Background: an optimization exercise with open tools, aiming at small area and a short achievable clock period. Do not read the settings as production practice.
Where RTL was checked, it was by simulation tests only, not by an equivalence proof against the original.
Only the layout flow was run in run 1; the RTL was not checked for function there.
Power figures rest on the tool's default switching activity, not on a simulated workload.

==> design/flow/design.v <==
module PE_count (
    activation_in,
    weight_in,
    partial_out
);
input      [9-1:0]     activation_in;
input      [9-1:0]     weight_in;
output     [4-1:0]     partial_out;
PE_popcount PE_popcount (.m(activation_in ~^ weight_in), .partial(partial_out));
endmodule
module PE_popcount (
    m,
    partial
);
input      [9-1:0]     m;
output     [4-1:0]     partial;
function [1:0] fa;   
    input x, y, z;
    fa = {(x & y) | (x & z) | (y & z), x ^ y ^ z};
endfunction
wire       [1:0]       f1 = fa(m[0], m[1], m[2]);
wire       [1:0]       f2 = fa(m[3], m[4], m[5]);
wire       [1:0]       f3 = fa(m[6], m[7], m[8]);
wire       [1:0]       f4 = fa(f1[0], f2[0], f3[0]);     
wire       [1:0]       f5 = fa(f1[1], f2[1], f3[1]);     
assign partial = {f5[1], f5[0], f4[1], f4[0]};
endmodule
module PE (
    partial_in,
    psum_in,
    psum_out,
    e_out
);
parameter WIDTH = 14;
input      [4-1:0]     partial_in;
input      [WIDTH-1:0] psum_in;
output     [WIDTH-1:0] psum_out;
output reg [4-1:0]     e_out;
always @(*) begin
    case (partial_in)
        4'b0000: e_out = 4'd11;   
        4'b0001: e_out = 4'd12;
        4'b0010: e_out = 4'd13;
        4'b0011: e_out = 4'd14;
        4'b0100: e_out = 4'd13;
        4'b0101: e_out = 4'd14;
        4'b0110: e_out = 4'd15;
        4'b0111: e_out = 4'd0;
        4'b1000: e_out = 4'd15;
        4'b1001: e_out = 4'd0;
        4'b1010: e_out = 4'd1;
        4'b1011: e_out = 4'd2;
        4'b1100: e_out = 4'd1;
        4'b1101: e_out = 4'd2;
        4'b1110: e_out = 4'd3;
        default: e_out = 4'd4;
    endcase
end
wire       [WIDTH-2:0] u = psum_in[WIDTH-1:1];
wire                   b = psum_in[0];
wire       [4:0]       c;
wire       [3:0]       lo;
assign c[0] = b;
genvar i;
generate
    for (i = 0; i < 4; i = i + 1) begin : LO
        assign lo[i]  = u[i] ^ e_out[i] ^ c[i];
        assign c[i+1] = (u[i] & e_out[i]) | (u[i] & c[i]) | (e_out[i] & c[i]);
    end
endgenerate
wire                   up = c[4] & ~e_out[3];
wire                   dn = ~c[4] & e_out[3];
wire       [WIDTH-6:0] hi = u[WIDTH-2:4];
wire       [WIDTH-5:0] all1, all0;
wire       [WIDTH-6:0] hi_out;
assign all1[0] = 1'b1;
assign all0[0] = 1'b1;
generate
    for (i = 0; i < WIDTH-5; i = i + 1) begin : HI
        assign all1[i+1]  = all1[i] & hi[i];
        assign all0[i+1]  = all0[i] & ~hi[i];
        assign hi_out[i]  = hi[i] ^ ((up & all1[i]) | (dn & all0[i]));
    end
endgenerate
assign psum_out = {hi_out, lo, ~b};
endmodule
module PE_quick (
    e_in,
    valid_in,
    psum_in,
    psum_out
);
parameter WIDTH = 14;
input      [4-1:0]     e_in;
input                  valid_in;       
input      [WIDTH-1:0] psum_in;
output     [WIDTH-1:0] psum_out;
wire       [4:0]       lo;
wire                   up, dn;
wire       [WIDTH-6:0] hi_up, hi_dn;
PE_quick_lo PE_quick_lo (.e_in(e_in), .psum_in(psum_in[4:0]), .lo(lo), .up(up), .dn(dn));
PE_quick_hi #(.WIDTH(WIDTH)) PE_quick_hi (.hi(psum_in[WIDTH-1:5]), .hi_up(hi_up), .hi_dn(hi_dn));
PE_quick_pick #(.WIDTH(WIDTH)) PE_quick_pick (
    .e_in(e_in), .valid_in(valid_in), .lo(lo), .up(up), .dn(dn),
    .hi(psum_in[WIDTH-1:5]), .hi_up(hi_up), .hi_dn(hi_dn), .psum_out(psum_out)
);
endmodule
module PE_quick_lo (
    e_in,
    psum_in,
    lo,
    up,
    dn
);
input      [4-1:0]     e_in;
input      [4:0]       psum_in;
output     [4:0]       lo;
output                 up, dn;
wire       [6:0]       t = {2'b00, psum_in} + {{2{e_in[3]}}, e_in, 1'b1};    
assign lo = t[4:0];
assign up = ~t[6] & t[5];
assign dn = t[6];
endmodule
module PE_quick_hi (
    hi,
    hi_up,
    hi_dn
);
parameter WIDTH = 14;
input      [WIDTH-6:0] hi;
output     [WIDTH-6:0] hi_up, hi_dn;
assign hi_up = hi + 1'b1;
assign hi_dn = hi - 1'b1;
endmodule
module PE_quick_pick (
    e_in,
    valid_in,
    lo,
    up,
    dn,
    hi,
    hi_up,
    hi_dn,
    psum_out
);
parameter WIDTH = 14;
input      [4-1:0]     e_in;
input                  valid_in;
input      [4:0]       lo;
input                  up, dn;
input      [WIDTH-6:0] hi, hi_up, hi_dn;
output     [WIDTH-1:0] psum_out;
wire       [WIDTH-1:0] full = {up ? hi_up : (dn ? hi_dn : hi), lo};
assign psum_out = valid_in ? full : {{WIDTH-5{e_in[3]}}, e_in, 1'b1};
endmodule
module PE_fast (
    activation_in,
    weight_in,
    psum_in,
    psum_out
);
parameter WIDTH = 14;
input      [9-1:0]     activation_in;
input      [9-1:0]     weight_in;
input      [WIDTH-1:0] psum_in;
output     [WIDTH-1:0] psum_out;
wire       [10*WIDTH-1:0] candidates;
PE_candidates #(.WIDTH(WIDTH)) PE_candidates (.psum_in(psum_in), .candidates(candidates));
wire       [7*WIDTH-1:0] x;    
wire       [4*WIDTH-1:0] y;    
genvar s;
generate
    for (s = 0; s < 7; s = s + 1) begin : X
        wire [4-1:0] c;
        PE_count3 #(.COPY(s)) count_c (.a(activation_in[8:6]), .w(weight_in[8:6]), .one_hot(c));
        PE_pick4 #(.WIDTH(WIDTH)) pick (.one_hot(c), .in(candidates[s*WIDTH +: 4*WIDTH]),
                                        .out(x[s*WIDTH +: WIDTH]));
    end
    for (s = 0; s < 4; s = s + 1) begin : Y
        wire [4-1:0] b;
        PE_count3 #(.COPY(s)) count_b (.a(activation_in[5:3]), .w(weight_in[5:3]), .one_hot(b));
        PE_pick4 #(.WIDTH(WIDTH)) pick (.one_hot(b), .in(x[s*WIDTH +: 4*WIDTH]),
                                        .out(y[s*WIDTH +: WIDTH]));
    end
endgenerate
wire       [4-1:0]     a;
PE_count3 #(.COPY(0)) count_a (.a(activation_in[2:0]), .w(weight_in[2:0]), .one_hot(a));
PE_pick4 #(.WIDTH(WIDTH)) pick (.one_hot(a), .in(y), .out(psum_out));
endmodule
module PE_count3 (
    a,
    w,
    one_hot
);
parameter COPY = 0;
input      [3-1:0]     a, w;
output reg [4-1:0]     one_hot;
wire       [3-1:0]     m = a ~^ w;
always @(*) begin
    case (m)
        3'b000:                   one_hot = 4'b0001;
        3'b001, 3'b010, 3'b100:   one_hot = 4'b0010;
        3'b011, 3'b101, 3'b110:   one_hot = 4'b0100;
        default:                  one_hot = 4'b1000;
    endcase
end
endmodule
module PE_pick4 (
    one_hot,
    in,
    out
);
parameter WIDTH = 14;
input      [4-1:0]     one_hot;
input      [4*WIDTH-1:0] in;
output     [WIDTH-1:0] out;
assign out = ({WIDTH{one_hot[0]}} & in[0 +: WIDTH]) | ({WIDTH{one_hot[1]}} & in[WIDTH +: WIDTH]) |
             ({WIDTH{one_hot[2]}} & in[2*WIDTH +: WIDTH]) | ({WIDTH{one_hot[3]}} & in[3*WIDTH +: WIDTH]);
endmodule
module PE_candidates (
    psum_in,
    candidates
);
parameter WIDTH = 14;
input      [WIDTH-1:0] psum_in;
output reg [10*WIDTH-1:0] candidates;
integer p;
always @(*) begin
    for (p = 0; p < 10; p = p + 1)
        candidates[p*WIDTH +: WIDTH] = psum_in + 2 * p - 9;
end
endmodule
module PE_column (
    clk_in,
    rst_in,
    active_in,
    activation_in,
    load_in,
    data_in,
    count_out,
    e_out,
    psum_out,
    sum_out
);
parameter WIDTH = 14;
parameter FIRST = 0;
input                    clk_in;
input                    rst_in;
input                    active_in;       
input      [9-1:0]       activation_in;   
input                    load_in;         
input      [9-1:0]       data_in;
output     [3-1:0]       count_out;
output     [4-1:0]       e_out;           
output     [4*WIDTH-1:0] psum_out;        
output     [WIDTH-1:0]   sum_out;         
reg        [9-1:0]       weight_r;
wire       [9-1:0]       weight_next = ({9{load_in}} & data_in) | ({9{~load_in}} & weight_r);
reg        [3-1:0]       count_r;
reg        [WIDTH-1:0]   psum_r [0:3];
wire       [WIDTH-1:0]   oldest = {WIDTH{count_r[2]}} & psum_r[3];
wire       [WIDTH-1:0]   sum;
always @(posedge clk_in) begin
    weight_r <= weight_next;
end
generate
    if (FIRST) begin : F
        assign e_out = 4'd0;
        PE_fast #(.WIDTH(WIDTH)) PE (
            .activation_in(activation_in),
            .weight_in(weight_r),
            .psum_in(oldest),
            .psum_out(sum)
        );
    end
    else begin : N
        wire [4-1:0] e;
        reg  [4-1:0] e_r;
        PE_count PE_count (
            .activation_in(activation_in),
            .weight_in(weight_next),
            .partial_out(e)
        );
        always @(posedge clk_in) begin
            e_r <= e;
        end
        PE #(.WIDTH(WIDTH)) PE (
            .partial_in(e_r),
            .psum_in(oldest),
            .psum_out(sum),
            .e_out(e_out)
        );
    end
endgenerate
always @(posedge clk_in) begin
    if (!rst_in) count_r <= 3'd0;
    else if (active_in && !count_r[2]) count_r <= count_r + 3'd1;
end
always @(posedge clk_in) begin
    if (active_in) begin
        psum_r[0] <= sum;
        psum_r[1] <= psum_r[0];
        psum_r[2] <= psum_r[1];
        psum_r[3] <= psum_r[2];
    end
end
assign count_out = count_r;
assign psum_out = {psum_r[3], psum_r[2], psum_r[1], psum_r[0]};
assign sum_out  = sum;
endmodule
module top (
    clk_in,
    rst_in,
    data_in,
    load_weight_in,
    in_valid_in,
    pop_in,
    sum_out
);
parameter WIDTH = 14;
parameter O_CH = 64;
input                            clk_in, rst_in;
input      [9-1:0]               data_in;
input                            load_weight_in;
input                            in_valid_in;
input                            pop_in;
output     [WIDTH-1:0]           sum_out;
reg        [O_CH-1:0]            weight_row_r;     
reg        [O_CH-1:0]            next_row_r;       
reg        [O_CH-1:0]            next2_row_r;      
reg        [3-1:0]               ctl_count_r;      
reg                              ctl_active_r;     
reg        [4-1:0]               pixel_r;          
reg        [WIDTH-1:0]           out_r;
reg        [9-1:0]               activation_r [1:O_CH-2];
reg                              in_valid_r   [1:O_CH-1];
wire       [4*WIDTH-1:0]         row_psum  [0:O_CH-1];
wire       [3-1:0]               row_count [0:O_CH-1];
wire       [4-1:0]               row_e     [0:O_CH-1];
wire       [WIDTH-1:0]           row_sum   [0:O_CH-1];
wire                             row_active [0:O_CH-1];
always @(posedge clk_in) begin
    weight_row_r <= load_weight_in ? {weight_row_r[O_CH-2:0], weight_row_r[O_CH-1]}
                                   : {{O_CH-1{1'b0}}, 1'b1};
end
integer m;
always @(posedge clk_in) begin
    activation_r[1] <= data_in;
    for (m = 2; m <= O_CH-2; m = m + 1) begin
        activation_r[m] <= activation_r[m-1];
    end
    in_valid_r[1] <= rst_in & in_valid_in;
    for (m = 2; m <= O_CH-1; m = m + 1) begin
        in_valid_r[m] <= rst_in & in_valid_r[m-1];
    end
end
genvar k;
generate
    for (k = 0; k < O_CH; k = k + 1) begin : ROW
        assign row_active[k] = (k == 0) ? in_valid_in : in_valid_r[(k == 0) ? 1 : k];
        PE_column #(.WIDTH(WIDTH), .FIRST(k == 0)) PE_column (
            .clk_in(clk_in),
            .rst_in(rst_in),
            .active_in(row_active[k]),
            .activation_in((k <= 1) ? data_in : activation_r[(k <= 1) ? 1 : k-1]),
            .load_in(load_weight_in && weight_row_r[k]),
            .data_in(data_in),
            .count_out(row_count[k]),
            .e_out(row_e[k]),
            .psum_out(row_psum[k]),
            .sum_out(row_sum[k])
        );
    end
endgenerate
always @(posedge clk_in) begin
    next_row_r  <= !pop_in ? {{O_CH-1{1'b0}}, 1'b1} :
                   pixel_r[2] ? {next_row_r[O_CH-2:0], next_row_r[O_CH-1]} : next_row_r;
    next2_row_r <= !pop_in ? {{O_CH-1{1'b0}}, 1'b1} :
                   pixel_r[1] ? {next2_row_r[O_CH-2:0], next2_row_r[O_CH-1]} : next2_row_r;
    pixel_r     <= pop_in ? {pixel_r[2:0], pixel_r[3]} : 4'b0001;
end
wire       [3-1:0]               pre_count;
wire                             pre_active, pre_active_above;
wire       [(O_CH-1)*3-1:0]      all_count;
wire       [O_CH-2:0]            all_active, all_active_above;
generate
    for (k = 1; k < O_CH; k = k + 1) begin : GATHER_CTL
        assign all_count[(k-1)*3 +: 3]  = row_count[k];
        assign all_active[k-1]          = row_active[k];
        assign all_active_above[k-1]    = (k == 1) ? 1'b0 : row_active[(k == 1) ? 0 : k-1];
    end
endgenerate
read_ctl #(.ROWS(O_CH-1)) read_ctl (
    .select(next2_row_r[O_CH-1:1]),
    .count_in(all_count), .active_in(all_active), .above_in(all_active_above),
    .count_out(pre_count), .active_out(pre_active), .above_out(pre_active_above)
);
always @(posedge clk_in) begin
    ctl_active_r <= rst_in & (next2_row_r[1] ? in_valid_in : pre_active_above);
    if (!rst_in) ctl_count_r <= 3'd0;
    else if (pre_active && !pre_count[2]) ctl_count_r <= pre_count + 3'd1;
    else ctl_count_r <= pre_count;
end
wire       [4*WIDTH-1:0]         sel_psum;
wire       [4-1:0]               sel_e;
wire       [3-1:0]               sel_count = ctl_count_r;
wire                             sel_active = ctl_active_r;
wire       [(O_CH-1)*4*WIDTH-1:0] all_psum;
wire       [(O_CH-1)*4-1:0]      all_e;
generate
    for (k = 1; k < O_CH; k = k + 1) begin : GATHER
        assign all_psum[(k-1)*4*WIDTH +: 4*WIDTH] = row_psum[k];
        assign all_e[(k-1)*4 +: 4]                = row_e[k];
    end
endgenerate
read_mux #(.WIDTH(WIDTH), .ROWS(O_CH-1)) read_mux (
    .select(next_row_r[O_CH-1:1]),
    .psum_in(all_psum), .e_in(all_e),
    .psum_out(sel_psum), .e_out(sel_e)
);
wire       [WIDTH-1:0]           sel_sum;
PE_quick #(.WIDTH(WIDTH)) PE_quick (
    .e_in(sel_e),
    .valid_in(sel_count[2]),
    .psum_in(sel_psum[4*WIDTH-1:3*WIDTH]),
    .psum_out(sel_sum)
);
wire       [4-1:0]               next_slot = {pixel_r[3], pixel_r[0], pixel_r[1], pixel_r[2]};
wire       [WIDTH-1:0]           early;
wire                             take_row0_sum, take_sel_sum;
read_terms #(.WIDTH(WIDTH)) read_terms (
    .rst_in(rst_in), .pop_in(pop_in), .row0_in(next_row_r[0]), .slot_in(next_slot),
    .row0_psum(row_psum[0]), .row0_count(row_count[0]), .row0_active(in_valid_in),
    .sel_psum(sel_psum), .sel_count(sel_count), .sel_active(sel_active),
    .early(early), .take_row0_sum(take_row0_sum), .take_sel_sum(take_sel_sum)
);
always @(posedge clk_in) begin
    out_r <= early | ({WIDTH{take_row0_sum}} & row_sum[0]) | ({WIDTH{take_sel_sum}} & sel_sum);
end
assign sum_out = out_r;
endmodule
module read_mux (
    select,
    psum_in,
    e_in,
    psum_out,
    e_out
);
parameter WIDTH = 14;
parameter ROWS = 63;
localparam D = 4*WIDTH + 4;   
input      [ROWS-1:0]            select;
input      [ROWS*4*WIDTH-1:0]    psum_in;
input      [ROWS*4-1:0]          e_in;
output     [4*WIDTH-1:0]         psum_out;
output     [4-1:0]               e_out;
wire       [64*D-1:0]            rows;
wire       [64-1:0]              sel = {{64-ROWS{1'b0}}, select};
genvar r;
generate
    for (r = 0; r < 64; r = r + 1) begin : ROW
        if (r < ROWS)
            assign rows[r*D +: D] = {e_in[r*4 +: 4], psum_in[r*4*WIDTH +: 4*WIDTH]};
        else
            assign rows[r*D +: D] = {D{1'b0}};
    end
endgenerate
wire       [32*D-1:0]            l1;    
wire       [8*D-1:0]             l2;    
wire       [4*D-1:0]             l3;    
wire       [D-1:0]               l4;
generate
    for (r = 0; r < 32; r = r + 1) begin : L1
        read_aoi #(.D(D)) node (.s0(sel[2*r]), .d0(rows[2*r*D +: D]),
                                .s1(sel[2*r+1]), .d1(rows[(2*r+1)*D +: D]),
                                .y(l1[r*D +: D]));
    end
    for (r = 0; r < 8; r = r + 1) begin : L2
        read_nand4 #(.D(D)) node (.a(l1[4*r*D +: D]), .b(l1[(4*r+1)*D +: D]),
                                  .c(l1[(4*r+2)*D +: D]), .d(l1[(4*r+3)*D +: D]),
                                  .y(l2[r*D +: D]));
    end
    for (r = 0; r < 4; r = r + 1) begin : L3
        read_nor2 #(.D(D)) node (.a(l2[2*r*D +: D]), .b(l2[(2*r+1)*D +: D]),
                                 .y(l3[r*D +: D]));
    end
endgenerate
read_nand4 #(.D(D)) L4 (.a(l3[0 +: D]), .b(l3[D +: D]), .c(l3[2*D +: D]), .d(l3[3*D +: D]),
                        .y(l4));
assign {e_out, psum_out} = l4;
endmodule
module read_ctl (
    select,
    count_in,
    active_in,
    above_in,
    count_out,
    active_out,
    above_out
);
parameter ROWS = 63;
input      [ROWS-1:0]            select;
input      [ROWS*3-1:0]          count_in;
input      [ROWS-1:0]            active_in, above_in;
output reg [3-1:0]               count_out;
output reg                       active_out, above_out;
integer r;
always @(*) begin
    count_out  = 3'd0;
    active_out = 1'b0;
    above_out  = 1'b0;
    for (r = 0; r < ROWS; r = r + 1) begin
        count_out  = count_out  | ({3{select[r]}} & count_in[r*3 +: 3]);
        active_out = active_out | (select[r] & active_in[r]);
        above_out  = above_out  | (select[r] & above_in[r]);
    end
end
endmodule
module read_aoi (s0, d0, s1, d1, y);
parameter D = 1;
input            s0, s1;
input  [D-1:0]   d0, d1;
output [D-1:0]   y;
assign y = ~(({D{s0}} & d0) | ({D{s1}} & d1));
endmodule
module read_nand4 (a, b, c, d, y);
parameter D = 1;
input  [D-1:0]   a, b, c, d;
output [D-1:0]   y;
assign y = ~(a & b & c & d);
endmodule
module read_nor2 (a, b, y);
parameter D = 1;
input  [D-1:0]   a, b;
output [D-1:0]   y;
assign y = ~(a | b);
endmodule
module read_terms (
    rst_in,
    pop_in,
    row0_in,
    slot_in,
    row0_psum,
    row0_count,
    row0_active,
    sel_psum,
    sel_count,
    sel_active,
    early,
    take_row0_sum,
    take_sel_sum
);
parameter WIDTH = 14;
input                            rst_in, pop_in, row0_in;
input      [4-1:0]               slot_in;
input      [4*WIDTH-1:0]         row0_psum, sel_psum;
input      [3-1:0]               row0_count, sel_count;
input                            row0_active, sel_active;
output     [WIDTH-1:0]           early;
output                           take_row0_sum, take_sel_sum;
function [WIDTH-1:0] kept;    
    input [4*WIDTH-1:0] psum;
    input [3-1:0]       count;
    input               active;
    input [4-1:0]       slot;
    reg   [WIDTH-1:0]   v;
    integer j;
    begin
        v = {WIDTH{1'b0}};
        for (j = 0; j < 4; j = j + 1) begin
            if (!active && count > j)
                v = v | ({WIDTH{slot[j]}} & psum[j*WIDTH +: WIDTH]);
            if (active && j > 0 && count > j - 1)
                v = v | ({WIDTH{slot[j]}} & psum[(j-1)*WIDTH +: WIDTH]);
        end
        kept = v;
    end
endfunction
wire       [4-1:0]               slot = pop_in ? slot_in : 4'b1000;
wire                             use_row0 = !pop_in || row0_in;
assign early = {WIDTH{rst_in}} &
               (use_row0 ? kept(row0_psum, row0_count, row0_active, slot)
                         : kept(sel_psum, sel_count, sel_active, slot));
assign take_row0_sum = rst_in & use_row0 & row0_active & slot[0];
assign take_sel_sum  = rst_in & !use_row0 & sel_active & slot[0];
endmodule
==> design/flow/flow/run.sh <==
#!/bin/bash
# Layout: the standard ORFS flow (standard.sh) with these changes to how
# the layout is made; the SDC (clock period, I/O delays, loads) is the standard flow's.
#  - repair_timing aims for extra setup slack, so the achieved period shrinks,
#    and may swap cells across footprints;
#  - the clock tree uses larger sink clusters and no dummy loads;
#  - the port buffers are buf_4 cells.
# ORFS's own logs are in orfs/logs; make's output is in orfs_make.log.
set -euo pipefail
bash standard.sh \
    SETUP_SLACK_MARGIN=8.5 \
    MATCH_CELL_FOOTPRINT=0 \
    BUFFER_PORTS_ARGS="-buffer_cell sky130_fd_sc_hd__buf_4" \
    CTS_ARGS="-sink_clustering_enable -repair_clock_nets -dont_use_dummy_load -sink_clustering_size 20 -sink_clustering_max_diameter 100" \
    finish > orfs_make.log 2>&1
==> design/flow/standard.sh <==
#!/bin/bash
# synth_recipe.tcl (not shown) runs the flow's synth.tcl, then flattens the netlist and writes it again
# the make line also repeats each setting of config.mk as NAME=value (left out here)
make -C /OpenROAD-flow-scripts/flow DESIGN_CONFIG=/design/flow/config.mk WORK_HOME=/design/flow/orfs CLKGATE_MAP_FILE= SYNTH_SCRIPT=/design/flow/synth_recipe.tcl "${@:-finish}"
==> design/flow/config.mk <==
export PLATFORM = sky130hd
export DESIGN_NAME = top
export DESIGN_NICKNAME = top
export VERILOG_FILES = /design/flow/design.v
export SDC_FILE = /design/flow/constraint.sdc
export NUM_CORES = 8
export LEC_CHECK = 0
export CAP_MARGIN = 20
export CORE_MARGIN = 2
export CORE_UTILIZATION = 40
export SLEW_MARGIN = 20
export SYNTH_HIERARCHICAL = 1
==> design/flow/constraint.sdc <==
create_clock -name core_clock -period 13.0 [get_ports {clk_in}]
set_input_delay 2.6000 -clock core_clock [delete_from_list [all_inputs] [get_ports {clk_in}]]
set_output_delay 2.6000 -clock core_clock [all_outputs]
set_load 0.01 [all_outputs]
==> results of run 1 <==
==> flip-flops by register name (all words and copies together) (netlist names), 64 cells and up, named ones only <==
signal and flops:
next2_row_r 64, activation_r 558, ROW.PE_column.weight_r 567, weight_row_r 64
ROW.PE_column.psum_r 3584, next_row_r 64, ROW.PE_column.N.e_r 252, ROW.PE_column.count_r 192
==> timing repair <==
| item | 4_1_cts | 5_1_grt |
|---|---|---|
| gates cloned | 1 | 4 |
| endpoints found under the setup margin | 164 | 56 |
| resized for setup | 138 | 145 |
| pin swaps | 31 | 18 |
| setup buffers | 24 | 9 |
==> routing by layer <==
layer	share of wire	wire [µm]	global-route usage	vias up
li1	-	-	-	63200
met1	0.43	323000	0.331	74600
met2	0.43	325000	0.347	6351
met3	0.091	69100	0.0537	1064
met4	0.053	39900	0.102	10
met5	0.00012	90	0	-
==> through the flow <==
| stage | worst slack, ns | area, µm² | hold WS, ns |
|---|---|---|---|
| 2_1_floorplan | 8.33 | 249000 | 0.350 |
| 3_3_place_gp | 6.97 | 253000 | 0.358 |
| 3_5_place_dp | 6.96 | 253000 | 0.358 |
| 4_1_cts | 8.48 | 262000 | 0.320 |
| 5_1_grt | 8.50 | 262000 | 0.324 |
| 6_report | 8.41 | 262000 | 0.313 |
==> power by group through the flow <==
stage,clock (mW),sequential (mW),combinational (mW)
finish,9.95,19.4,4.59
global route,10.6,19.4,5.00
CTS,10.1,19.4,4.48
detailed placement,0,19.8,4.42
global placement,0,19.8,4.34
floorplan,0,19.5,3.16
==> cells in the final DEF, fill, tap and decap left out, types with 69 or more instances in the layout <==
cell       count
edfxtp_1    3593
o21ai_0      133
dfxtp_2      115
nor2_1       360
a22o_1       138
xnor2_2      281
and2_1      1022
buf_4        292
a22oi_1     1796
ha_1         387
dfxtp_1     1671
nor2b_1      195
nand2_1      525
fa_1         485
a22oi_2      460
nand4_1      573
fa_2          83
and3_2        75
a221oi_1      88
inv_1       1046
nor4_1        74
mux2_4       568
a21oi_1       76
xnor2_1      835
mux2i_1      391
a31oi_1      126
and2_2        69
clkbuf_16    317
xor2_1       317
==> path summary, 6_finish.rpt <==
| check | to | cells past startpoint |
|---|---|---|
| worst min register to register | activation_r[51][2]$_DFF_P_ | 0 |
| worst max register to register | out_r[3]$_DFF_P_ | 11 |
| worst min-delay path | activation_r[51][2]$_DFF_P_ | 0 |
| worst max-delay path | out_r[9]$_DFF_P_ | 6 |
==> final cells by class <==
cell class,instances,area (µm²)
antenna,11,27.5
clock buffer,316,7910
fill,55300,349000
inverter,1055,3960
multi-input combinational,10100,92300
sequential,5439,145000
tap,8092,10100
timing repair buffer,345,2890
timing repair inverter,1,5.00
==> worst reg2reg max path: stages, from the launching register on <==
cell and delay, ns:
dfxtp_2 0.32, buf_4 0.24, buf_4 0.36, a22oi_1 0.29
nand4_1 0.55, nor2_1 0.82, nand4_1 0.25, o211ai_1 0.18
o32ai_1 0.13, a221oi_1 0.72, o22ai_1 0.28, a221o_1 0.31
==> impl_metrics.csv, run 1 <==
group,metric,value,unit
sta,hold_violations,0,
pwr,power.density,129,nW/µm²
floorplanning,placementRows,287,
synthesis,netlist_instances,17400,
finish,fin_cells,25400,
floorplanning,fp.dieH,788,µm
worst_setup_path,crit_chain,"buf_6 > nor2b_4 > a211oi_4 > a221oi_1 > o22ai_1 > a221o_1",
synthesis,syn-cell-area,246000,µm²
worst_setup_path,slowest_stage,"a221oi_1",
worst_setup_path,crit_path_start_kind,"input pin",
worst_setup_path,crit_path_max_incr_delay,0.99,ns
place,io_buffers,27,
clocking,h-tree-depth,5,
worst_setup_path,critPathLaunch,"pop_in",
synthesis,yosysWarningCount,29,
drt,avgRoutedWirePerCell,29.9,µm
clocking,cts_num_sinks,5439,
grt,grt_max_degree,195,
job,drv_cap,0,
outcome,status,"no timing/DRC/antenna violations",
sta,fin_setup_tns,0,ns
grt,overflow,0,
worst_setup_path,r2r_start,"next_row_r[5]$_SDFFE_PN0P_",
finish,syn_to_final_growth,6.76,%
sta,setup-violations-final,0,
grt,antenna_found_initial,51,
drt,via_per_inst,5.73,
pwr,seqPwrFrac,0.571,
grt,grt_pass1_vias,140000,
pwr,clkPwrFrac,0.293,
floorplanning,core_area,612000,µm²
worst_setup_path,path_delay_family,"compound AO/OA/AOI/OAI gates",
worst_hold_path,hold_path.class,"reg2reg",
worst_setup_path,r2r_slack,8.45,ns
drt,vias,145000,
clocking,insertion_delay,1.05,ns
floorplanning,dieArea,621000,µm²
pwr,p_leak,89.5,nW
pwr,p_sw_frac,0.261,
grt,track_usage,0.235,
clocking,root_buffer,"clkbuf_16",
floorplanning,initial_core_util,0.402,
drt,dr.pass1.iters,10,
clocking,cts_buffers,316,
finish,nets,18200,
clocking,cts.clk_slew.worst_paths,0.09,ns
sta,max_clock_freq,218,MHz
grt,grt_pass1_wl,1060000,µm
pwr,vdd.ir_drop.worst,0.106,mV
sta,relSlewSlack,0.126,
sta,fin_skew,0.119,ns
worst_setup_path,critPathMaxFanout,30,
place,place_inst,25000,
pwr,power_switching,8.86,mW
sta,min_period,4.59,ns
floorplanning,die_width,788,µm
finish,drive_above_1_share,0.166,
drt,drtIter0Drc,18200,
drt,ant_nets,0,
sta,worst_slew_pin_slew,1.31,ns
finish,utilization,0.429,
clocking,cts_hold_buf,0,
clocking,clk_path_buf_depth,4,
worst_setup_path,critPathBufInv,1,
clocking,cts_tree,"done",
drt,drc,0,
pwr,comb_power_share,0.135,
worst_setup_path,end_kind,"flop",
drt,drt-total-wl,757000,µm
worst_hold_path,min_from,"activation_r[50][2]$_DFF_P_",
sta,rsz0062_at_grt,"no",
synthesis,syn_area_per_cell,14.2,µm²
sta,finalMaxSlewViolations,0,
worst_setup_path,arrival,5.51,ns
pwr,total_power,33.9,mW
sta,min_period_over_period,0.353,
place,dp_hpwl,549000,µm
worst_setup_path,critical_path_class,"in2reg",
worst_setup_path,worstPathRequired,13.93,ns
pwr,intPower,25.1,mW
floorplanning,io_pins,28,
place,place_congestion,1.02,
==> run 2: changes to the inputs <==
--- a/design/flow/design.v
+++ b/design/flow/design.v
@@ -234,3 +234,3 @@
     clk_in,
-    rst_in,
+    cleared_in,
     active_in,
@@ -247,3 +247,3 @@
 input                    clk_in;
-input                    rst_in;
+input                    cleared_in;      
 input                    active_in;       
@@ -259,4 +259,5 @@
 reg        [3-1:0]       count_r;
+wire       [3-1:0]       count = {3{~cleared_in}} & count_r;
 reg        [WIDTH-1:0]   psum_r [0:3];
-wire       [WIDTH-1:0]   oldest = {WIDTH{count_r[2]}} & psum_r[3];
+wire       [WIDTH-1:0]   oldest = {WIDTH{count[2]}} & psum_r[3];
 wire       [WIDTH-1:0]   sum;
@@ -295,4 +296,3 @@
 always @(posedge clk_in) begin
-    if (!rst_in) count_r <= 3'd0;
-    else if (active_in && !count_r[2]) count_r <= count_r + 3'd1;
+    count_r <= (active_in && !count[2]) ? count + 3'd1 : count;
 end
@@ -306,3 +306,3 @@
 end
-assign count_out = count_r;
+assign count_out = count;
 assign psum_out = {psum_r[3], psum_r[2], psum_r[1], psum_r[0]};
@@ -334,4 +334,5 @@
 reg        [WIDTH-1:0]           out_r;
+reg                              cleared_r;        
 reg        [9-1:0]               activation_r [1:O_CH-2];
-reg                              in_valid_r   [1:O_CH-1];
+reg                              in_valid_r   [1:O_CH-1];   
 wire       [4*WIDTH-1:0]         row_psum  [0:O_CH-1];
@@ -347,2 +348,3 @@
 always @(posedge clk_in) begin
+    cleared_r <= ~rst_in;
     activation_r[1] <= data_in;
@@ -351,5 +353,5 @@
     end
-    in_valid_r[1] <= rst_in & in_valid_in;
+    in_valid_r[1] <= in_valid_in;
     for (m = 2; m <= O_CH-1; m = m + 1) begin
-        in_valid_r[m] <= rst_in & in_valid_r[m-1];
+        in_valid_r[m] <= row_active[m-1];
     end
@@ -359,6 +361,6 @@
     for (k = 0; k < O_CH; k = k + 1) begin : ROW
-        assign row_active[k] = (k == 0) ? in_valid_in : in_valid_r[(k == 0) ? 1 : k];
+        assign row_active[k] = (k == 0) ? in_valid_in : in_valid_r[(k == 0) ? 1 : k] & ~cleared_r;
         PE_column #(.WIDTH(WIDTH), .FIRST(k == 0)) PE_column (
             .clk_in(clk_in),
-            .rst_in(rst_in),
+            .cleared_in(cleared_r),
             .active_in(row_active[k]),
--- a/design/flow/flow/run.sh
+++ b/design/flow/flow/run.sh
@@ -10,3 +10,3 @@
 bash standard.sh \
-    SETUP_SLACK_MARGIN=8.5 \
+    SETUP_SLACK_MARGIN=8.0 \
     MATCH_CELL_FOOTPRINT=0 \
==> run 2 against run 1 <==
Still clean. Cell count barely moved. Clock power decreased by 0.6%. Clock skew fell by 0.0045 ns. Final area decreased by 1.6%. Worst hold slack got worse by 0.0099 ns. Synthesized cell count is essentially flat. Area after synthesis fell by 1.0%. Critical path type is now reg2reg. Largest cell class unchanged.
==> impl_metrics.csv, run 2 <==
group,metric,value,unit
drt,drtIter0Drc,17300,
worst_hold_path,whs_path_depth,0,
drt,dr.pass1.iters,7,
worst_setup_path,cp_common_cell,"nand4_1",
grt,grt_pass1_wl,1050000,µm
worst_setup_path,crit_chain,"buf_4 > a22oi_2 > nand4_1 > nor2_1 > nand4_1 > inv_1 > fa_1 > nand2b_2 > a21oi_1 > or3_1 > and2_2 > mux2i_1 > o211ai_2 > a221o_1",
finish,top_register,"ROW.PE_column.psum_r",
sta,finalMaxSlewViolations,0,
grt,track_usage,0.234,
finish,drive_above_1_share,0.150,
clocking,cts_num_sinks,5440,
worst_hold_path,min_from,"activation_r[1][7]$_DFF_P_",
place,place_congestion,0.985,
worst_setup_path,critical_path_class,"reg2reg",
pwr,vdd.ir_drop.worst,0.113,mV
worst_setup_path,regToRegEndpoint,"out_r[13]$_DFF_P_",
worst_setup_path,r2r_slack,7.93,ns
worst_hold_path,min_to,"activation_r[2][7]$_DFF_P_",
worst_setup_path,crit_path_start_kind,"flop",
clocking,h-tree-depth,5,
drt,drt-total-wl,746000,µm
drt,via_per_inst,5.73,
synthesis,netlist_instances,17400,
worst_setup_path,path_delay_family,"simple AND/OR/NAND/NOR gates",
sta,max_clock_freq,197,MHz
sta,fin_setup_tns,0,ns
floorplanning,die_width,784,µm
grt,antenna_found_initial,77,
drt,drc,0,
finish,top_regs,"ROW.PE_column.psum_r (3584), ROW.PE_column.weight_r (567), activation_r (558)",
sta,rsz0062_at_grt,"yes",
grt,grt_pass1_vias,141000,
drt,ant_nets,0,
synthesis,syn-cell-area,243000,µm²
worst_setup_path,arrival,5.97,ns
floorplanning,core_area,606000,µm²
sta,min_period_over_period,0.390,
pwr,p_leak,85.5,nW
finish,postLayoutCellArea,258000,µm²
sta,min_period,5.07,ns
drt,avgRoutedWirePerCell,29.4,µm
worst_setup_path,worstPathRequired,13.89,ns
clocking,cts_tree,"done",
outcome,status,"no timing/DRC/antenna violations",
clocking,clk_path_buf_depth,4,
worst_setup_path,rr_worst_depth,14,
sta,setup-violations-final,0,
finish,syn_to_final_growth,6.16,%
place,post_dp_cell_area,250000,µm²
sta,hold_violations,0,
clocking,cts.clk_slew.worst_paths,0.09,ns
finish,final_cell_mix,"3593 x edfxtp_1, 1807 x a22oi_1, 1780 x dfxtp_1, 1115 x xnor2_1, 1024 x and2_1",
pwr,power.density,131,nW/µm²
floorplanning,fp.dieH,784,µm
worst_setup_path,end_kind,"flop",
finish,final_common_cell,"edfxtp_1",
worst_setup_path,crit_path_max_incr_delay,1.02,ns
clocking,cts_buffers,315,
job,drv_cap,0,
place,dp_hpwl,546000,µm
finish,largest_reg_flops,3584,
drt,vias,145000,
floorplanning,placementRows,286,
floorplanning,dieArea,614000,µm²
finish,nets,18200,
synthesis,yosysWarningCount,29,
grt,overflow,0,
worst_setup_path,r2r_start,"next_row_r[53]$_SDFFE_PN0P_",
clocking,root_buffer,"clkbuf_16",
sta,relSlewSlack,0.0444,
clocking,cts_hold_buf,0,
worst_hold_path,hold_path.class,"reg2reg",
clocking,insertion_delay,1.05,ns
grt,grt_max_degree,81,
worst_setup_path,slowest_stage,"nor2_1",
sta,fin_skew,0.114,ns
floorplanning,io_pins,28,
floorplanning,initial_core_util,0.401,
sta,worst_slew_pin_slew,1.43,ns
worst_setup_path,critPathMaxFanout,52,
place,io_buffers,27,
synthesis,syn_area_per_cell,14.0,µm²
worst_setup_path,critPathBufInv,2,
run 2: how the worst max path moves through the flow:
stage                                start                                        end  slack, ns  depth (start not counted)
2_1_floorplan            cleared_r$_DFF_P_                  ctl_count_r[1]$_SDFF_PN0_       6.13                          7
3_3_place_gp                    data_in[8]         ROW[22].PE_column.N.e_r[0]$_DFF_P_       6.76                          8
3_5_place_dp             cleared_r$_DFF_P_   ROW[9].PE_column.psum_r[0][11]$_DFFE_PP_       6.69                         19
4_1_cts                         data_in[8]         ROW[52].PE_column.N.e_r[0]$_DFF_P_       8.01                          8
5_1_grt                  cleared_r$_DFF_P_  ROW[24].PE_column.psum_r[0][13]$_DFFE_PP_       7.99                         19
6_report       next_row_r[53]$_SDFFE_PN0P_                          out_r[13]$_DFF_P_       7.93                         14
run 2: power breakdown:
part,internal (mW),switching (mW)
Sequential,18.9,0.415
Clock,4.32,5.57
Combinational,1.77,2.75
run 2: final cells by class:
class                           count  area, µm²
Antenna cell                       23       57.6
Clock buffer                      315       7880
Fill cell                       55400     348000
Inverter                         1056       3970
Multi-Input combinational cell  10100      88000
Sequential cell                  5440     145000
Tap cell                         8064      10100
Timing Repair Buffer              375       3260
Timing Repair inverter              1       5.00
run 2: metrics by stage:
stage / hold WS (ns) / util / setup WS, ns / total power, mW / instances
finish: 0.303 / 0.426 / 7.93 / 33.7 / 25400
floorplan: 0.350 / - / 6.13 / 22.6 / 17400
CTS: 0.306 / 0.425 / 8.01 / 33.9 / 25300
global route: 0.307 / 0.426 / 7.99 / 34.9 / 25300
global placement: 0.354 / 0.412 / 6.76 / 24.0 / 25000
detailed placement: 0.355 / 0.412 / 6.69 / 24.1 / 25000
run 2: worst register-to-register path, stage by stage (launching register included):
cell and delay [ns]:
dfxtp_2 0.40, buf_4 0.35, a22oi_2 0.29, nand4_1 0.31, nor2_1 1.02, nand4_1 0.51, inv_1 0.18, fa_1 0.22
nand2b_2 0.14, a21oi_1 0.10, or3_1 0.37, and2_2 0.33, mux2i_1 0.30, o211ai_2 0.12, a221o_1 0.33
run 2: what timing repair did:
| item | in CTS | in global routing |
|---|---|---|
| endpoints found under the hold margin | 0 | 0 |
| buffers inserted | 5 | 10 |
| setup endpoints to repair | 312 | 101 |
| pin swaps | 2 | 3 |
| resized for setup | 45 | 25 |
| cloned | 5 | 6 |
run 2: metal layers:
metal	up-vias	track usage	routed length, µm
met5	-	0	80
met4	12	0.0905	33700
met3	1068	0.0399	59500
met2	5868	0.362	334000
met1	75100	0.330	319000
li1	63500	-	-
==> run 3: changes to the inputs <==
--- a/design/flow/flow/run.sh
+++ b/design/flow/flow/run.sh
@@ -10,6 +10,6 @@
 bash standard.sh \
-    SETUP_SLACK_MARGIN=8.0 \
+    SETUP_SLACK_MARGIN=8.5 \
     MATCH_CELL_FOOTPRINT=0 \
     BUFFER_PORTS_ARGS="-buffer_cell sky130_fd_sc_hd__buf_4" \
-    CTS_ARGS="-sink_clustering_enable -repair_clock_nets -dont_use_dummy_load -sink_clustering_size 20 -sink_clustering_max_diameter 100" \
+    CTS_ARGS="-sink_clustering_enable -repair_clock_nets -dont_use_dummy_load -sink_clustering_size 25 -sink_clustering_max_diameter 110" \
     finish > orfs_make.log 2>&1
==> run 3 against run 2 <==
Area after synthesis did not move. Combinational power up 2%. Sequential power hardly changed. Sequential cell count stayed put. Maximum frequency rose by 10%.
==> impl_metrics.csv, run 3 <==
group,metric,value,unit
finish,top_regs,"ROW.PE_column.psum_r (3584), ROW.PE_column.weight_r (567), activation_r (558)",
floorplanning,dieArea,614000,µm²
worst_setup_path,critPathBufInv,2,
clocking,cts_buffers,245,
pwr,intPower,24.1,mW
floorplanning,die_width,784,µm
worst_setup_path,cp.depth,12,
drt,avgRoutedWirePerCell,29.6,µm
pwr,power_switching,8.54,mW
drt,vias,145000,
sta,min_period,4.59,ns
worst_setup_path,arrival,5.45,ns
finish,regArea,145000,µm²
worst_hold_path,whs_path_depth,0,
sta,fin_setup_tns,0,ns
sta,rsz0062_at_grt,"yes",
finish,final_cell_mix,"3593 x edfxtp_1, 1772 x a22oi_1, 1761 x dfxtp_1, 1094 x xnor2_1, 976 x and2_1",
clocking,cts.clk_slew.worst_paths,0.10,ns
floorplanning,placementRows,286,
finish,multi_input_area,89200,µm²
clocking,cts_num_sinks,5440,
worst_setup_path,worstPathRequired,13.86,ns
place,dp_hpwl,546000,µm
finish,postLayoutCellArea,259000,µm²
floorplanning,fp.dieH,784,µm
pwr,power.density,126,nW/µm²
place,place_inst,25000,
finish,largest_reg_flops,3584,
clocking,h-tree-depth,4,
clocking,root_buffer,"clkbuf_16",
finish,final.fill_count,55400,
finish,drive_above_1_share,0.165,
grt,overflow,0,
drt,ant_nets,0,
grt,antenna_found_initial,76,
grt,grt_pass1_vias,141000,
clocking,insertion_delay,1.06,ns
clocking,cts_tree,"done",
place,post_dp_cell_area,250000,µm²
clocking,clk_path_buf_depth,4,
worst_setup_path,rr_worst_depth,12,
synthesis,syn_area_per_cell,14.0,µm²
pwr,total_power,32.6,mW
synthesis,netlist_instances,17400,
pwr,comb_power_share,0.141,
worst_setup_path,path_delay_family,"compound AO/OA/AOI/OAI gates",
finish,syn_to_final_growth,6.31,%
sta,setup-violations-final,0,
job,drv_cap,0,
worst_hold_path,hold_path.class,"reg2reg",
grt,grt_pass1_wl,1050000,µm
floorplanning,core_area,606000,µm²
worst_setup_path,critical_path_class,"in2reg",
drt,drtIter0Drc,17400,
pwr,p_sw_frac,0.262,
worst_setup_path,end_kind,"flop",
sta,whs,0.306,ns
place,io_buffers,27,
sta,finalMaxSlewViolations,0,
sta,max_clock_freq,218,MHz
sta,min_period_over_period,0.353,
finish,top_register,"ROW.PE_column.psum_r",
grt,track_usage,0.235,
sta,fin_skew,0.128,ns
finish,nets,18200,
worst_setup_path,critPathMaxFanout,14,
finish,fin_cells,25300,
pwr,vdd.ir_drop.worst,0.129,mV
worst_setup_path,crit_chain,"clkbuf_8 > xnor2_4 > xnor2_2 > o21ai_1 > buf_4 > a22oi_2 > nand2_2 > a22oi_1 > nand2_1 > a22oi_1 > nand2_2 > a221o_1",
floorplanning,initial_core_util,0.401,
place,place_congestion,0.985,
pwr,clkPwrFrac,0.267,
drt,via_per_inst,5.74,
pwr,seqPwrFrac,0.592,
synthesis,yosysWarningCount,29,
pwr,p_leak,85.4,nW
sta,worst_slew_pin_slew,1.31,ns
drt,drt-total-wl,749000,µm
outcome,status,"no timing/DRC/antenna violations",
drt,drc,0,
sta,hold_violations,0,
worst_setup_path,crit_path_start_kind,"input pin",
drt,dr.pass1.iters,8,
finish,final_common_cell,"edfxtp_1",
floorplanning,io_pins,28,
grt,grt_max_degree,81,
sta,relSlewSlack,0.127,
worst_setup_path,slowest_stage,"xnor2_4",
worst_setup_path,crit_path_max_incr_delay,0.36,ns
synthesis,syn-cell-area,243000,µm²
-- run 3: changes by cell type in the layout (fill, tap and decap cells not counted), sizes merged --
| cell | previous run | this run |
|---|---|---|
| nor2b | 385 | 387 |
| nand2b | 12 | 13 |
| buf | 363 | 397 |
| clkbuf | 327 | 271 |
-- run 3: stage by stage --
stage / setup WS [ns] / util
global placement: 6.76 / 0.412
floorplan: 6.13 / -
detailed placement: 6.69 / 0.412
CTS: 8.44 / 0.424
global route: 8.41 / 0.427
finish: 8.41 / 0.427
-- run 3: layout make-up --
type	count	share of cell area
clock buffers	245	0.0237
flip-flops and latches	5440	0.561
diodes	23	0.000223
well taps	8064	0.0390
repair inverters	1	0.0000194
repair buffers	423	0.0161
multi-input cells	10100	0.345
inverters	1056	0.0153
-- run 3: worst paths after layout --
check / start / endpoint / slack, ns
worst min register to register: activation_r[46][3]$_DFF_P_ / activation_r[47][3]$_DFF_P_ / 0.31
worst min-delay path: activation_r[46][3]$_DFF_P_ / activation_r[47][3]$_DFF_P_ / 0.31
worst max register to register: next_row_r[45]$_SDFFE_PN0P_ / out_r[13]$_DFF_P_ / 8.45
worst max-delay path: data_in[8] / out_r[9]$_DFF_P_ / 8.41
-- run 3: worst reg2reg max path, stage by stage (launching register included) --
cell and delay (ns):
dfxtp_2 0.48, buf_4 0.29, buf_4 0.28, a22oi_2 0.27, nand4_1 0.30, nor2_1 0.76
nand4_1 0.54, nor4_4 0.30, or3b_1 0.40, xnor2_1 0.15, mux2i_2 0.22, o211ai_2 0.11
a221o_1 0.32
-- run 3: timing repair --
action / in CTS / in global routing
setup endpoints to repair: 681 / 277
setup buffers: 35 / 18
pin swaps: 14 / 45
gates cloned: 16 / 8
hold buffers: 0 / 0
gates resized for setup: 219 / 293
-- run 3: power groups by stage --
stage | combinational, mW | clock [mW] | sequential (mW)
3_3_place_gp | 4.33 | 0 | 19.7
2_1_floorplan | 3.12 | 0 | 19.5
5_1_grt | 5.05 | 9.40 | 19.4
6_report | 4.62 | 8.70 | 19.3
4_1_cts | 4.52 | 8.89 | 19.3
3_5_place_dp | 4.42 | 0 | 19.7
-- run 3: metal layers --
metal / share of wire / routed length, µm / GRT usage / up-vias
met4: 0.046 / 34400 / 0.0880 / 20
met2: 0.45 / 335000 / 0.364 / 5894
met3: 0.083 / 62200 / 0.0438 / 1052
met1: 0.42 / 317000 / 0.327 / 75100
met5: 0.00051 / 380 / 0 / -
li1: - / - / - / 63400
==> run 4: changes to the inputs <==
--- a/design/flow/flow/run.sh
+++ b/design/flow/flow/run.sh
@@ -10,6 +10,6 @@
 bash standard.sh \
-    SETUP_SLACK_MARGIN=8.5 \
+    SETUP_SLACK_MARGIN=9.0 \
     MATCH_CELL_FOOTPRINT=0 \
     BUFFER_PORTS_ARGS="-buffer_cell sky130_fd_sc_hd__buf_4" \
-    CTS_ARGS="-sink_clustering_enable -repair_clock_nets -dont_use_dummy_load -sink_clustering_size 25 -sink_clustering_max_diameter 110" \
+    CTS_ARGS="-sink_clustering_enable -repair_clock_nets -dont_use_dummy_load -sink_clustering_size 22 -sink_clustering_max_diameter 105" \
     finish > orfs_make.log 2>&1
--- a/design/flow/config.mk
+++ b/design/flow/config.mk
@@ -12 +12,2 @@
 export SYNTH_HIERARCHICAL = 1
+export TNS_END_PERCENT = 30
==> run 4 against run 3 <==
Highest routed layer unchanged. Critical path type unchanged. Critical path depth unchanged. Sequential power about the same. Maximum frequency increased by 2.5%. Combinational power increased by 14%. Global-route usage increased by 0.82 points. First-iteration DRC count increased by 2.3%. Core utilization increased by 1.9 points. Die area unchanged. Area after synthesis unchanged. Clock power increased by 9.1%.
==> impl_metrics.csv, run 4 <==
group,metric,value,unit
finish,nets,18700,
finish,postLayoutCellArea,270000,µm²
finish,final_common_cell,"edfxtp_1",
sta,finalMaxSlewViolations,0,
sta,fin_setup_tns,0,ns
sta,worst_slew_pin_slew,1.36,ns
synthesis,syn_area_per_cell,14.0,µm²
place,io_buffers,27,
drt,drtIter0Drc,17800,
floorplanning,core_area,606000,µm²
worst_setup_path,end_kind,"flop",
job,drv_cap,0,
worst_setup_path,worstPathRequired,13.88,ns
grt,track_usage,0.243,
finish,final.fill_count,54400,
clocking,insertion_delay,1.03,ns
worst_setup_path,endpoint,"out_r[1]$_DFF_P_",
pwr,total_power,34.1,mW
finish,top_register,"ROW.PE_column.psum_r",
worst_setup_path,arrival,5.36,ns
pwr,p_leak,89.3,nW
outcome,status,"no timing/DRC/antenna violations",
grt,grt_max_degree,81,
grt,antenna_found_initial,77,
place,place_congestion,0.985,
sta,whs,0.300,ns
worst_setup_path,r2r_slack,8.72,ns
grt,grt_pass1_vias,144000,
finish,fin_cells,25900,
pwr,vdd.ir_drop.worst,0.112,mV
place,post_dp_cell_area,250000,µm²
drt,dr.pass1.iters,10,
sta,min_period_over_period,0.344,
sta,relSlewSlack,0.0874,
synthesis,syn-cell-area,243000,µm²
sta,fin_skew,0.106,ns
finish,largest_reg_flops,3584,
clocking,cts_buffers,289,
floorplanning,die_width,784,µm
worst_setup_path,rr_worst_depth,14,
worst_setup_path,critical_path_class,"in2reg",
clocking,cts.clk_slew.worst_paths,0.09,ns
clocking,cts_hold_buf,0,
drt,vias,149000,
drt,ant_nets,0,
floorplanning,dieArea,614000,µm²
sta,min_period,4.48,ns
worst_setup_path,regToRegEndpoint,"out_r[11]$_DFF_P_",
clocking,cts_num_sinks,5440,
floorplanning,placementRows,286,
place,place_inst,25000,
drt,drt-total-wl,782000,µm
worst_hold_path,min_from,"activation_r[1][7]$_DFF_P_",
finish,syn_to_final_growth,11.1,%
worst_setup_path,critPathLaunch,"data_in[8]",
sta,setup-violations-final,0,
drt,via_per_inst,5.76,
floorplanning,fp.dieH,784,µm
worst_setup_path,r2r_start,"next_row_r[17]$_SDFFE_PN0P_",
finish,top_regs,"ROW.PE_column.psum_r (3584), ROW.PE_column.weight_r (567), activation_r (558)",
grt,grt_pass1_wl,1080000,µm
synthesis,yosysWarningCount,29,
clocking,root_buffer,"clkbuf_16",
place,dp_hpwl,546000,µm
sta,rsz0062_at_grt,"yes",
clocking,clk_path_buf_depth,4,
sta,hold_violations,0,
finish,drive_above_1_share,0.246,
worst_setup_path,crit_path_start_kind,"input pin",
floorplanning,initial_core_util,0.401,
worst_hold_path,hold_path.class,"reg2reg",
grt,overflow,0,
drt,avgRoutedWirePerCell,30.2,µm
finish,final_cell_mix,"3593 x edfxtp_1, 1716 x a22oi_1, 1712 x dfxtp_1, 1025 x xnor2_1, 864 x and2_1",
sta,max_clock_freq,223,MHz
drt,drc,0,
pwr,power.density,126,nW/µm²
floorplanning,io_pins,28,
clocking,cts_tree,"done",
worst_setup_path,critPathMaxFanout,7,
synthesis,netlist_instances,17400,
clocking,h-tree-depth,5,
run 4: metrics by stage:
| step | setup slack (ns) | util |
|---|---|---|
| after CTS | 8.72 | 0.436 |
| after floorplan | 6.13 | - |
| after detailed placement | 6.69 | 0.412 |
| final | 8.52 | 0.446 |
| after global routing | 8.63 | 0.446 |
| after global placement | 6.76 | 0.412 |
run 4: area by class of cell:
cell class | instances | area [µm²] | area share
tap | 8064 | 10100 | 0.0373
sequential | 5440 | 145000 | 0.537
inverter | 1056 | 4120 | 0.0152
timing repair buffer | 882 | 9490 | 0.0351
timing repair inverter | 1 | 5.00 | 0.0000185
clock buffer | 289 | 7230 | 0.0268
multi-input combinational | 10100 | 94000 | 0.348
antenna | 34 | 85.1 | 0.000315
run 4: report_power, final:
group | internal (mW) | total (mW) | switching, mW
combinational | 2.22 | 5.27 | 3.05
sequential | 18.9 | 19.3 | 0.404
clock | 3.98 | 9.49 | 5.51
total | 25.1 | 34.1 | 8.96
run 4: worst max-delay path: stages:
cell,delay [ns]
buf_16,0.14
xnor2_4,0.37
xnor2_4,0.19
mux2i_4,0.15
buf_6,0.18
a22oi_1,0.20
nand2_1,0.21
a22oi_1,0.23
nand2_1,0.08
a22oi_1,0.28
nand2_2,0.15
a221o_1,0.41
run 4: routing by layer:
metal | track usage | vias to the layer above | wire length [µm]
met5 | 0 | - | 57
met4 | 0.102 | 8 | 38600
met3 | 0.0460 | 1169 | 67300
met2 | 0.370 | 6479 | 346000
met1 | 0.340 | 77000 | 330000
li1 | - | 64500 | -
run 4: worst min-delay path by stage:
stage	to	cells past startpoint
after global routing	activation_r[2][7]$_DFF_P_	0
after detailed placement	activation_r[24][3]$_DFF_P_	0
final	activation_r[2][7]$_DFF_P_	0
after floorplan	activation_r[10][0]$_DFF_P_	0
after global placement	activation_r[26][3]$_DFF_P_	0
after CTS	activation_r[2][7]$_DFF_P_	0
run 4: repair_timing:
item	in CTS	in global routing
pin swaps	227	290
setup endpoints to repair	850	608
setup buffers	236	245
cloned	48	18
gates resized for setup	1289	965
==> run 5: changes to the inputs <==
--- a/design/flow/config.mk
+++ b/design/flow/config.mk
@@ -12,2 +12,2 @@
 export SYNTH_HIERARCHICAL = 1
-export TNS_END_PERCENT = 30
+export TNS_END_PERCENT = 10
==> run 5 against run 4 <==
Largest cell class unchanged. Core utilization is 0.59 points lower. Critical path type unchanged. Critical path depth stayed put. Largest power group unchanged. Maximum frequency is 1.0% higher. First-iteration DRC count is 3.2% lower. Clock skew is 0.0017 ns higher. Cell count is 0.65% lower. Sequential power hardly changed. Sequential cell count stayed put. Die area stayed put. Highest routed layer unchanged.
==> impl_metrics.csv, run 5 <==
group,metric,value,unit
outcome,status,"no timing/DRC/antenna violations",
synthesis,yosysWarningCount,29,
clocking,cts_tree,"done",
sta,min_period,4.43,ns
clocking,root_buffer,"clkbuf_16",
clocking,cts_buffers,289,
worst_setup_path,slowest_stage,"a221o_1",
drt,drc,0,
worst_setup_path,rr_worst_depth,18,
sta,hold_violations,0,
worst_hold_path,hold_path.class,"reg2reg",
worst_setup_path,crit_chain,"buf_16 > xnor2_4 > xnor2_4 > o21ai_4 > buf_6 > a22oi_2 > nand2_2 > a22oi_1 > nand2_1 > a22oi_2 > nand2_2 > a221o_1",
worst_hold_path,min_from,"activation_r[1][7]$_DFF_P_",
worst_setup_path,crit_path_start_kind,"input pin",
grt,grt_pass1_vias,143000,
sta,finalMaxSlewViolations,0,
grt,antenna_found_initial,76,
drt,via_per_inst,5.74,
finish,final_common_cell,"edfxtp_1",
sta,rsz0062_at_grt,"yes",
pwr,power.density,127,nW/µm²
synthesis,syn_area_per_cell,14.0,µm²
worst_setup_path,critPathMaxFanout,7,
worst_setup_path,arrival,5.27,ns
finish,top_regs,"ROW.PE_column.psum_r (3584), ROW.PE_column.weight_r (567), activation_r (558)",
clocking,cts_num_sinks,5440,
worst_hold_path,whs_path_depth,0,
drt,vias,148000,
pwr,p_sw_frac,0.262,
synthesis,netlist_instances,17400,
pwr,power_switching,8.85,mW
drt,drtIter0Drc,17300,
clocking,cts.clk_slew.worst_paths,0.09,ns
clocking,clk_path_buf_depth,4,
finish,final_cell_mix,"3593 x edfxtp_1, 1728 x a22oi_1, 1717 x dfxtp_1, 1075 x xnor2_1, 914 x and2_1",
sta,min_period_over_period,0.341,
drt,ant_nets,0,
grt,overflow,0,
finish,final.fill_count,54600,
place,place_congestion,0.985,
place,dp_hpwl,546000,µm
finish,nets,18500,
drt,drt-total-wl,773000,µm
floorplanning,die_width,784,µm
floorplanning,fp.dieH,784,µm
pwr,p_leak,88.2,nW
grt,track_usage,0.239,
pwr,seqPwrFrac,0.571,
floorplanning,placementRows,286,
worst_setup_path,crit_path_max_incr_delay,0.36,ns
floorplanning,core_area,606000,µm²
grt,grt_max_degree,81,
sta,relSlewSlack,0.0979,
pwr,clkPwrFrac,0.280,
worst_setup_path,r2r_start,"ROW[50].PE_column.N.e_r[0]$_DFF_P_",
sta,worst_slew_pin_slew,1.35,ns
grt,grt_pass1_wl,1070000,µm
drt,dr.pass1.iters,7,
sta,setup-violations-final,0,
sta,max_clock_freq,226,MHz
worst_setup_path,regToRegEndpoint,"out_r[12]$_DFF_P_",
pwr,comb_power_share,0.149,
pwr,vdd.ir_drop.worst,0.112,mV
floorplanning,io_pins,28,
worst_setup_path,end_kind,"flop",
finish,utilization,0.440,
clocking,h-tree-depth,5,
finish,syn_to_final_growth,9.58,%
sta,fin_skew,0.108,ns
drt,avgRoutedWirePerCell,30.1,µm
finish,top_register,"ROW.PE_column.psum_r",
pwr,intPower,25.0,mW
job,drv_cap,0,
floorplanning,initial_core_util,0.401,
place,io_buffers,27,
worst_hold_path,min_to,"activation_r[2][7]$_DFF_P_",
finish,drive_above_1_share,0.219,
synthesis,syn-cell-area,243000,µm²
worst_setup_path,worstPathRequired,13.84,ns
finish,largest_reg_flops,3584,
clocking,insertion_delay,1.03,ns
floorplanning,dieArea,614000,µm²
sta,fin_setup_tns,0,ns
worst_setup_path,r2r_slack,8.71,ns
worst_setup_path,critical_path_class,"in2reg",
run 5: worst max-delay path, delay by kind of cell:
family          cells  cell delay (ns)
buf+inv             2             0.30
xor+xnor            2             0.56
compound gates      5             1.25
simple gates        3             0.42
run 5: repair_timing:
action,4_1_cts,5_1_grt
setup endpoints to repair,850,669
hold buffers,0,0
pin swaps,167,177
gates resized for setup,987,673
buffers inserted,174,156
gates cloned,30,25
run 5: power by group through the flow:
stage	Clock, mW	Sequential [mW]	Combinational, mW
floorplan	0	19.5	3.12
global placement	0	19.7	4.33
detailed placement	0	19.7	4.42
CTS	9.66	19.3	4.82
global route	10.2	19.4	5.47
finish	9.47	19.3	5.03
run 5: per-stage QoR:
step                      area, µm²  instances  hold slack (ns)  power (mW)  worst slack [ns]
after floorplan              244000      17400            0.350        22.6              6.13
after global placement       249000      25000            0.354        24.0              6.76
after detailed placement     250000      25000            0.355        24.1              6.69
after CTS                    262000      25500            0.303        33.8              8.72
after global routing         267000      25700            0.300        35.0              8.64
final                        267000      25700            0.299        33.8              8.57
run 5: how the worst max path moves through the flow:
stage	slack, ns	depth (start not counted)	start	endpoint
global route	8.64	11	data_in[7]	out_r[0]$_DFF_P_
finish	8.57	12	data_in[6]	out_r[9]$_DFF_P_
floorplan	6.13	7	cleared_r$_DFF_P_	ctl_count_r[1]$_SDFF_PN0_
detailed placement	6.69	19	cleared_r$_DFF_P_	ROW[9].PE_column.psum_r[0][11]$_DFFE_PP_
CTS	8.72	18	cleared_r$_DFF_P_	ROW[23].PE_column.psum_r[0][13]$_DFFE_PP_
global placement	6.76	8	data_in[8]	ROW[22].PE_column.N.e_r[0]$_DFF_P_
run 5: per-layer routing:
| metal | track usage | share of wire | up-vias |
|---|---|---|---|
| met5 | 0 | 0.0012 | - |
| met4 | 0.0954 | 0.050 | 24 |
| met3 | 0.0449 | 0.086 | 1220 |
| met2 | 0.367 | 0.44 | 6195 |
| met1 | 0.335 | 0.42 | 76100 |
| li1 | - | - | 64100 |
run 5: area by class of cell:
type | count | area (µm²) | share of cell area
antenna | 27 | 67.6 | 0.000253
clock buffer | 289 | 7230 | 0.0271
inverter | 1056 | 4060 | 0.0152
multi-input combinational | 10100 | 92200 | 0.346
sequential | 5440 | 145000 | 0.544
tap | 8064 | 10100 | 0.0378
timing repair buffer | 726 | 7760 | 0.0291
timing repair inverter | 1 | 5.00 | 0.0000188
==> run 6: changes to the inputs <==
--- a/design/flow/flow/run.sh
+++ b/design/flow/flow/run.sh
@@ -10,3 +10,3 @@
 bash standard.sh \
-    SETUP_SLACK_MARGIN=9.0 \
+    SETUP_SLACK_MARGIN=9.3 \
     MATCH_CELL_FOOTPRINT=0 \
--- a/design/flow/config.mk
+++ b/design/flow/config.mk
@@ -12,2 +12,2 @@
 export SYNTH_HIERARCHICAL = 1
-export TNS_END_PERCENT = 10
+export TNS_END_PERCENT = 5
==> run 6 against run 5 <==
Critical endpoint is now out_r[4]$_DFF_P_. Clock-buffer cell count unchanged. Maximum frequency increased by 0.43%. Critical path type unchanged. Still clean on timing, DRC and antenna. Final area decreased by 0.48%.
==> impl_metrics.csv, run 6 <==
group,metric,value,unit
grt,met3_usage,0.0432,
sta,min_period,4.41,ns
sta,min_period_over_period,0.340,
outcome,status,"no timing/DRC/antenna violations",
grt,grt_pass1_vias,143000,
worst_setup_path,critPathMaxFanout,7,
worst_hold_path,hold_path.class,"reg2reg",
finish,largest_reg_flops,3584,
finish,drive_above_1_share,0.212,
clocking,cts.clk_slew.worst_paths,0.08,ns
worst_setup_path,end_kind,"flop",
grt,grt_max_degree,81,
floorplanning,die_width,784,µm
drt,via_per_inst,5.74,
synthesis,yosysWarningCount,29,
drt,avgRoutedWirePerCell,29.8,µm
worst_setup_path,crit_path_start_kind,"input pin",
pwr,vdd.ir_drop.worst,0.110,mV
synthesis,syn-cell-area,243000,µm²
clocking,h-tree-depth,5,
grt,track_usage,0.239,
drt,vias,147000,
drt,drtIter0Drc,17400,
clocking,cts_hold_buf,0,
grt,use_met2,0.367,
floorplanning,io_pins,28,
drt,dr.pass1.iters,12,
grt,use_met1,0.335,
clocking,clk_path_buf_depth,4,
synthesis,netlist_instances,17400,
floorplanning,core_area,606000,µm²
worst_setup_path,critPathLaunch,"data_in[6]",
pwr,power.density,127,nW/µm²
finish,regArea,145000,µm²
sta,max_clock_freq,227,MHz
grt,grt_most_used_layer,"met2",
finish,top_regs,"ROW.PE_column.psum_r (3584), ROW.PE_column.weight_r (567), activation_r (558)",
sta,rsz0062_at_grt,"yes",
drt,ant_nets,0,
pwr,p_leak,87.7,nW
sta,finalMaxSlewViolations,0,
finish,multi_input_area,91800,µm²
finish,nets,18500,
clocking,root_buffer,"clkbuf_16",
sta,relSlewSlack,0.102,
finish,final_common_cell,"edfxtp_1",
floorplanning,placementRows,286,
worst_setup_path,r2r_start,"cleared_r$_DFF_P_",
grt,overflow,0,
worst_setup_path,arrival,5.25,ns
worst_setup_path,critical_path_class,"in2reg",
clocking,cts_tree,"done",
worst_setup_path,endpoint,"out_r[4]$_DFF_P_",
clocking,insertion_delay,1.03,ns
place,io_buffers,27,
floorplanning,dieArea,614000,µm²
floorplanning,fp.dieH,784,µm
floorplanning,initial_core_util,0.401,
finish,final_cell_mix,"3593 x edfxtp_1, 1717 x dfxtp_1, 1709 x a22oi_1, 1074 x xnor2_1, 928 x and2_1",
finish,top_register,"ROW.PE_column.psum_r",
clocking,cts_buffers,289,
drt,drc,0,
sta,hold_violations,0,
sta,worst_slew_pin_slew,1.34,ns
worst_setup_path,regToRegEndpoint,"ROW[61].PE_column.psum_r[0][13]$_DFFE_PP_",
sta,fin_setup_tns,0,ns
clocking,cts_num_sinks,5440,
place,dp_hpwl,546000,µm
sta,setup-violations-final,0,
sta,fin_skew,0.0963,ns
worst_setup_path,rr_worst_depth,18,
worst_setup_path,r2r_slack,8.66,ns
finish,syn_to_final_growth,9.06,%
finish,utilization,0.438,
grt,grt_pass1_wl,1070000,µm
place,place_congestion,0.985,
worst_setup_path,worstPathRequired,13.83,ns
grt,antenna_found_initial,74,
job,drv_cap,0,
finish,final.fill_count,54700,
drt,drt-total-wl,764000,µm
synthesis,syn_area_per_cell,14.0,µm²
run 6: cell type report:
class / instances / area share
Inverter: 1056 / 0.0152
Clock buffer: 289 / 0.0273
Timing Repair inverter: 1 / 0.0000189
Multi-Input combinational cell: 10100 / 0.346
Sequential cell: 5440 / 0.547
Tap cell: 8064 / 0.0380
Timing Repair Buffer: 665 / 0.0261
Antenna cell: 34 / 0.000321
run 6: critical path, cell delays in order:
cell	delay (ns)
buf_16	0.13
xnor2_4	0.26
xnor2_4	0.29
mux2i_4	0.15
buf_6	0.18
a22oi_2	0.16
nand2_2	0.13
a22oi_1	0.22
nand2_1	0.10
a22oi_2	0.32
nand2_2	0.17
a221o_1	0.39
run 6: routing by layer:
metal / up-vias / wire (µm)
li1: 64000 / -
met1: 76000 / 323000
met2: 6061 / 339000
met3: 1182 / 64100
met4: 14 / 37800
met5: - / 83
run 6: how the worst min path moves through the flow:
stage / from / end / slack [ns] / cells past startpoint
final: activation_r[1][7]$_DFF_P_ / activation_r[2][7]$_DFF_P_ / 0.30 / 0
after global routing: activation_r[1][7]$_DFF_P_ / activation_r[2][7]$_DFF_P_ / 0.30 / 0
after CTS: activation_r[1][7]$_DFF_P_ / activation_r[2][7]$_DFF_P_ / 0.30 / 0
after detailed placement: activation_r[23][3]$_DFF_P_ / activation_r[24][3]$_DFF_P_ / 0.35 / 0
after global placement: activation_r[25][3]$_DFF_P_ / activation_r[26][3]$_DFF_P_ / 0.35 / 0
after floorplan: activation_r[9][0]$_DFF_P_ / activation_r[10][0]$_DFF_P_ / 0.35 / 0
run 6: timing repair:
item                        CTS  global route
pin swaps                   172           159
gates resized for setup    1007           495
setup buffers               173           111
cloned                       30             8
setup endpoints to repair  1389           796
run 6: per-stage QoR:
step / power [mW] / instance area [µm²] / hold slack, ns / worst slack (ns) / cells
2_1_floorplan: 22.6 / 244000 / 0.350 / 6.13 / 17400
3_3_place_gp: 24.0 / 249000 / 0.354 / 6.76 / 25000
3_5_place_dp: 24.1 / 250000 / 0.355 / 6.69 / 25000
4_1_cts: 33.8 / 262000 / 0.303 / 8.72 / 25500
5_1_grt: 35.0 / 265000 / 0.300 / 8.62 / 25600
6_report: 33.8 / 265000 / 0.299 / 8.59 / 25600
run 6: report_power, final:
part / total [mW] / switching [mW] / leakage [nW] / internal [mW]
clock: 9.47 / 5.49 / 3.56 / 3.98
combinational: 5.00 / 2.94 / 38.9 / 2.05
sequential: 19.3 / 0.406 / 45.2 / 18.9

==> port drivers added, routing unchanged <==
Ports are ideal in the flow. The routed layouts listed here were re-timed in OpenROAD.
Step 1 assumes that a clkbuf_16 drives the clock port and a buf_2 every other input.
Step 2 also shifts input and output timing later by t, the mid clock arrival at the registers, as if the neighbouring blocks saw the same clock.
a / b / c = ideal / step 1 / step 2; a / b = the first two.
| run | shift t [ns] | slack for setup (ns) | worst hold slack (ns) | worst setup path after step 2 | worst register clock-pin slew, ns |
|---|---|---|---|---|---|
| run 1 | 1.104 | 8.411 / 8.393 / 7.289 | 0.313 / 0.313 / 0.313 | input to register | 0.09 / 0.09 |
| run 2 | 1.114 | 7.929 / 7.929 / 6.945 | 0.303 / 0.303 / 0.303 | input to register | 0.10 / 0.10 |
| run 3 | 1.105 | 8.409 / 8.451 / 7.400 | 0.306 / 0.306 / 0.306 | input to register | 0.12 / 0.12 |
| run 4 | 1.109 | 8.522 / 8.294 / 7.185 | 0.300 / 0.300 / 0.300 | input to register | 0.10 / 0.10 |
| run 5 | 1.095 | 8.568 / 8.328 / 7.232 | 0.299 / 0.299 / 0.299 | input to register | 0.10 / 0.10 |
| run 6 | 1.107 | 8.586 / 8.330 / 7.224 | 0.299 / 0.299 / 0.299 | input to register | 0.10 / 0.10 |
After both steps every run listed still meets setup and hold. For run 6, which loses most, drivers alone change the setup slack by -0.256 ns; drivers and shift together by -1.362 ns.
